Source: an optimization exercise on an open RTL-to-GDS flow (aim: small area, a short achievable clock period and few clock cycles per item). Production flows keep margins and buffers that such runs may drop. Where RTL was checked, it was by simulation tests only, not by an equivalence proof against the original. Power and IR drop assume default switching activity.

Design sqrt_mult_system, start of the top module:
module sqrt_mult_system (
    input clk_i,
    input rst_i,
    input start_i,
    input [7:0] a_bi,
    input [7:0] b_bi,
    output [15:0] result,
    output done
);
Settings: LEC_CHECK=0, CAP_MARGIN=20, CORE_MARGIN=2, CORE_UTILIZATION=40, GPL_TIMING_DRIVEN=1, SETUP_SLACK_MARGIN=2.3, SLEW_MARGIN=20; clock period 5.0 ns.
standard.sh (not shown) runs the stock make flow with config.mk's settings and CLKGATE_MAP_FILE= SYNTH_SCRIPT=/design/flow/synth_recipe.tcl, a recipe that flattens the netlist after the stock synthesis.
==> flow/flow/run.sh <==
#!/bin/bash
# Layout flow: the standard ORFS flow, with two changes.
#  1. Synthesis is ORFS's own script (with the standard flow's -nofsm -noshare wrapper,
#     flatten and renaming, as in synth_recipe.tcl), but ABC maps with the
#     script in flow/abc.script (the logic feeding the output ports first,
#     with flow/abc_post.script if present), and full/half adder extraction
#     can be skipped.
#  2. The port buffers inserted during placement are buf cells instead of
#     the slow clkdlybuf cells that buffer_ports picks by default.
# Settings come from flow/params.sh. Each tool's output goes to its own log.
set -euo pipefail
HERE=$(pwd)
source "$HERE/flow/params.sh"
export MY_ABC_SCRIPT="$HERE/flow/abc.script"
if [ -f "$HERE/flow/abc_post.script" ]; then export MY_ABC_POST_SCRIPT="$HERE/flow/abc_post.script"; fi
export MY_NOFA
export BUFFER_PORTS_ARGS="-buffer_cell $PORT_BUFFER"
sed "s#SYNTH_SCRIPT=[^ ]*#SYNTH_SCRIPT=$HERE/flow/synth.tcl#" standard.sh > my_standard.sh
bash my_standard.sh finish > flow_make.log 2>&1
==> flow/flow/abc.script <==
strash
dch
map -D 1300
topo
stime -c
==> flow/flow/abc_post.script <==
strash
dch
map -D 300
topo
stime -c
==> flow/flow/params.sh <==
MY_NOFA=1
PORT_BUFFER=sky130_fd_sc_hd__buf_1
==> flow/flow/synth.tcl <==
# synth_recipe.tcl with hooks: abc runs flow/abc.script (MY_ABC_SCRIPT);
# when MY_ABC_POST_SCRIPT is set, the logic in the input cone of the output
# ports (back to the flip-flops) is mapped first, with that script; and
# extract_fa is skipped when MY_NOFA is 1.
proc synth {args} { yosys synth -nofsm -noshare {*}$args }
proc abc {args} {
  set out {}
  set skip 0
  foreach a $args {
    if {$skip} { set skip 0; continue }
    if {$a eq "-script" || $a eq "-D"} { set skip 1; continue }
    lappend out $a
  }
  if {[info exists ::env(MY_ABC_POST_SCRIPT)] && $::env(MY_ABC_POST_SCRIPT) ne ""} {
    set outp $out
    lappend outp -script $::env(MY_ABC_POST_SCRIPT)
    yosys select -set postcone o:* %ci*:-sky130_fd_sc_hd__dfxtp_1
    yosys abc {*}$outp @postcone
  }
  lappend out -script $::env(MY_ABC_SCRIPT)
  yosys abc {*}$out
}
if {$::env(MY_NOFA)} { proc extract_fa {args} {} }
source $::env(SCRIPTS_DIR)/synth.tcl
# left out here: clear keep_hierarchy, flatten, clean up, hide names made inside functions, write 1_2_yosys.v
Testbench counts at the start, summed over its fixed seeds: cycles 8,000, items 4,000.
==> next run, changes <==
--- a/flow/config.mk
+++ b/flow/config.mk
@@ -9,5 +9,5 @@
 export CORE_MARGIN = 2
 export CORE_UTILIZATION = 40
-export GPL_TIMING_DRIVEN = 1
+export CTS_CLUSTER_SIZE = 20
 export SETUP_SLACK_MARGIN = 2.3
 export SLEW_MARGIN = 20
=> The changed run went through all stages and came out clean; worst setup slack is unchanged; routed wire length stays the same; power is unchanged.

========
run 1:
sqrt_mult_system, a different RTL version from the one above (not shown whole).
For scale: ~200 cells after synthesis, roughly 18 flip-flops, roughly 36 I/O pins, about 1300 µm² of cells after synthesis.
export LEC_CHECK = 0
export CAP_MARGIN = 20
export CORE_MARGIN = 2
export CORE_UTILIZATION = 40
export SETUP_SLACK_MARGIN = 2.3
export SLEW_MARGIN = 20
create_clock -name core_clock -period 5.0 [get_ports {clk_i}]
Scripts as last shown in full above: flow/flow/run.sh, flow/flow/abc.script, flow/flow/abc_post.script, flow/flow/params.sh, flow/flow/synth.tcl
Run 1 finished end to end and its layout was clean on timing, DRC and antenna.
### run 1 -> run 2
Settings: swapping 2.3 for 2.2 in SETUP_SLACK_MARGIN.
diff --git a/flow/flow/run.sh b/flow/flow/run.sh
--- a/flow/flow/run.sh
+++ b/flow/flow/run.sh
@@ -1,4 +1,4 @@
 #!/bin/bash
-# Layout flow: the standard ORFS flow, with two changes.
+# Layout flow: the standard ORFS flow, with three changes.
 #  1. Synthesis is ORFS's own script (with the standard flow's -nofsm -noshare wrapper,
 #     flatten and renaming, as in synth_recipe.tcl), but ABC maps with the
@@ -8,4 +8,6 @@
 #  2. The port buffers inserted during placement are buf cells instead of
 #     the slow clkdlybuf cells that buffer_ports picks by default.
+#  3. With SKIP_TIE_FANOUT=1, the one tie cell from synthesis drives all
+#     constant outputs (floorplan does not make a tie cell per output).
 # Settings come from flow/params.sh. Each tool's output goes to its own log.
 set -euo pipefail
@@ -16,4 +18,5 @@
 export MY_NOFA
 export BUFFER_PORTS_ARGS="-buffer_cell $PORT_BUFFER"
+if [ "${SKIP_TIE_FANOUT:-0}" = 1 ]; then export SKIP_REPAIR_TIE_FANOUT=1; fi
 sed "s#SYNTH_SCRIPT=[^ ]*#SYNTH_SCRIPT=$HERE/flow/synth.tcl#" standard.sh > my_standard.sh
 bash my_standard.sh finish > flow_make.log 2>&1
==> flow/flow/params.sh <==
MY_NOFA=1
PORT_BUFFER=sky130_fd_sc_hd__buf_1
SKIP_TIE_FANOUT=1
Findings:
Taking run 1 as the reference point, the worst hold slack of run 2 rises by 0.0051 ns.
Run 2 — fraction of layout cells with a size suffix above 1 6.6 points lower, run 1 as reference
Non-clock buffer count in run 2 is 3 below run 1.
Critical path depth in cells in run 2 is 6 above run 1.
Run 2 has less setup slack than run 1.
From run 2 to run 1, TritonCTS buffer count did not move at all.
Comparing run 2 and run 1, the higher required time of the critical path was measured on run 2.
Against run 1, run 2 comes in 3.1 points lower on clock share of power.
#### Input delta (run 3 over run 2)
Settings: changing SETUP_SLACK_MARGIN from 2.2 to 2.4.
==> flow/flow/run.sh <==
#!/bin/bash
# Layout flow: the standard ORFS flow, with two changes.
#  1. Synthesis is ORFS's own script (with the standard flow's -nofsm -noshare wrapper,
#     flatten and renaming, as in synth_recipe.tcl), but ABC maps with the
#     script in flow/abc.script (the logic feeding the output ports first,
#     with flow/abc_post.script if present), and full/half adder extraction
#     can be skipped.
#  2. The port buffers inserted during placement are buf cells instead of
#     the slow clkdlybuf cells that buffer_ports picks by default.
# Settings come from flow/params.sh. Each tool's output goes to its own log.
set -euo pipefail
HERE=$(pwd)
source "$HERE/flow/params.sh"
export MY_ABC_SCRIPT="$HERE/flow/abc.script"
if [ -f "$HERE/flow/abc_post.script" ]; then export MY_ABC_POST_SCRIPT="$HERE/flow/abc_post.script"; fi
export MY_NOFA
export BUFFER_PORTS_ARGS="-buffer_cell $PORT_BUFFER"
sed "s#SYNTH_SCRIPT=[^ ]*#SYNTH_SCRIPT=$HERE/flow/synth.tcl#" standard.sh > my_standard.sh
bash my_standard.sh finish > flow_make.log 2>&1
==> flow/flow/params.sh <==
MY_NOFA=1
PORT_BUFFER=sky130_fd_sc_hd__buf_1
Results
Run 3 completed; timing, DRC and antenna clean
Sort run 2 and run 3 by critical path depth, ascending, and run 3 comes first.
Cmp run 3 vs run 2: global-route wire length before repair lower in run 3
End of the critical path: res_lo[5] -> run 2, result[10] -> run 3
Per the comparison of run 3 with run 2, final weighted congestion in routability-driven placement rose by 2.2%; share of synthesized area occupied by flip-flops and latches stayed essentially flat; post-route cell area rose by 120 µm²; data required time at the worst endpoint fell by 1.26 ns.
Note that the maximum clock frequency recorded for run 3 amounts to 1.07 times the value seen in run 2.
Setup slack: run 3 more than run 2
The post-layout net count of run 3 exceeds that of run 2 by about 2%.
~same switching power as a share of total power in run 2 and run 3
Looking at routed length on met3, run 3 sits about 40% lower than run 2 does.
### run 3 -> run 4
Settings: swapping 2.4 for 2.3 in SETUP_SLACK_MARGIN.
==> flow/flow/abc.script <==
strash
dch
map -D 1300
topo
stime -c
dnsize -c -D 1300
Notes after the runs:
- Of the two candidates, run 3 has the worse design internal power and run 4 the better one.
- For the setup slack after placement, run 4 came in 0.041 ns lower than run 3 did.
- Relative to run 3, final period utilization has increased by 1.7 points in run 4.
- Delta (run 4 minus run 3): critical path depth went up, global-route wire length before repair went up, clock-cell share of area did not really move, HPWL after detailed placement did not really move.
No run of this note included a check of the RTL's function; only the layout flow was run.

## port drivers added, routing unchanged
The flow's constraints put no driver on any port. The routed layouts listed below were extracted and timed again, unchanged, in two steps. Step 1, drivers: a clkbuf_16 drives clk_i and a buf_2 each remaining input, both assumed. Step 2 moves the port delays by t, midway between the first and last clock arrival at a register: inputs arrive t later, outputs are due t later. That takes back most of the time a late clock gives input paths. a / b / c = no drivers / after step 1 / after step 2; a / b = the first two.
| run | t (ns) | slack for setup (ns) | worst setup path at the end | clock arrival spread, ns | cell pins on the clock port's net |
|---|---|---|---|---|---|
| the first run of note 1 | 0.315 | 2.462 / 2.462 / 2.149 | input to register | 0.003 / 0.003 | 1 |
| the second run of note 1 | 0.315 | 2.462 / 2.462 / 2.149 | input to register | 0.003 / 0.003 | 1 |
| run 1 | 0.318 | 2.459 / 2.437 / 2.164 | input to register | 0.020 / 0.020 | 1 |
| run 2 | 0.324 | 2.323 / 2.324 / 2.001 | input to register | 0.008 / 0.007 | 1 |
| run 3 | 0.307 | 2.500 / 2.478 / 2.215 | input to register | 0.009 / 0.009 | 1 |
| run 4 | 0.319 | 2.414 / 2.414 / 2.096 | input to register | 0.003 / 0.003 | 1 |
After both steps every run listed still meets setup and hold. For run 2, which loses most, drivers alone change the setup slack by +0.001 ns; drivers and shift together by -0.322 ns.
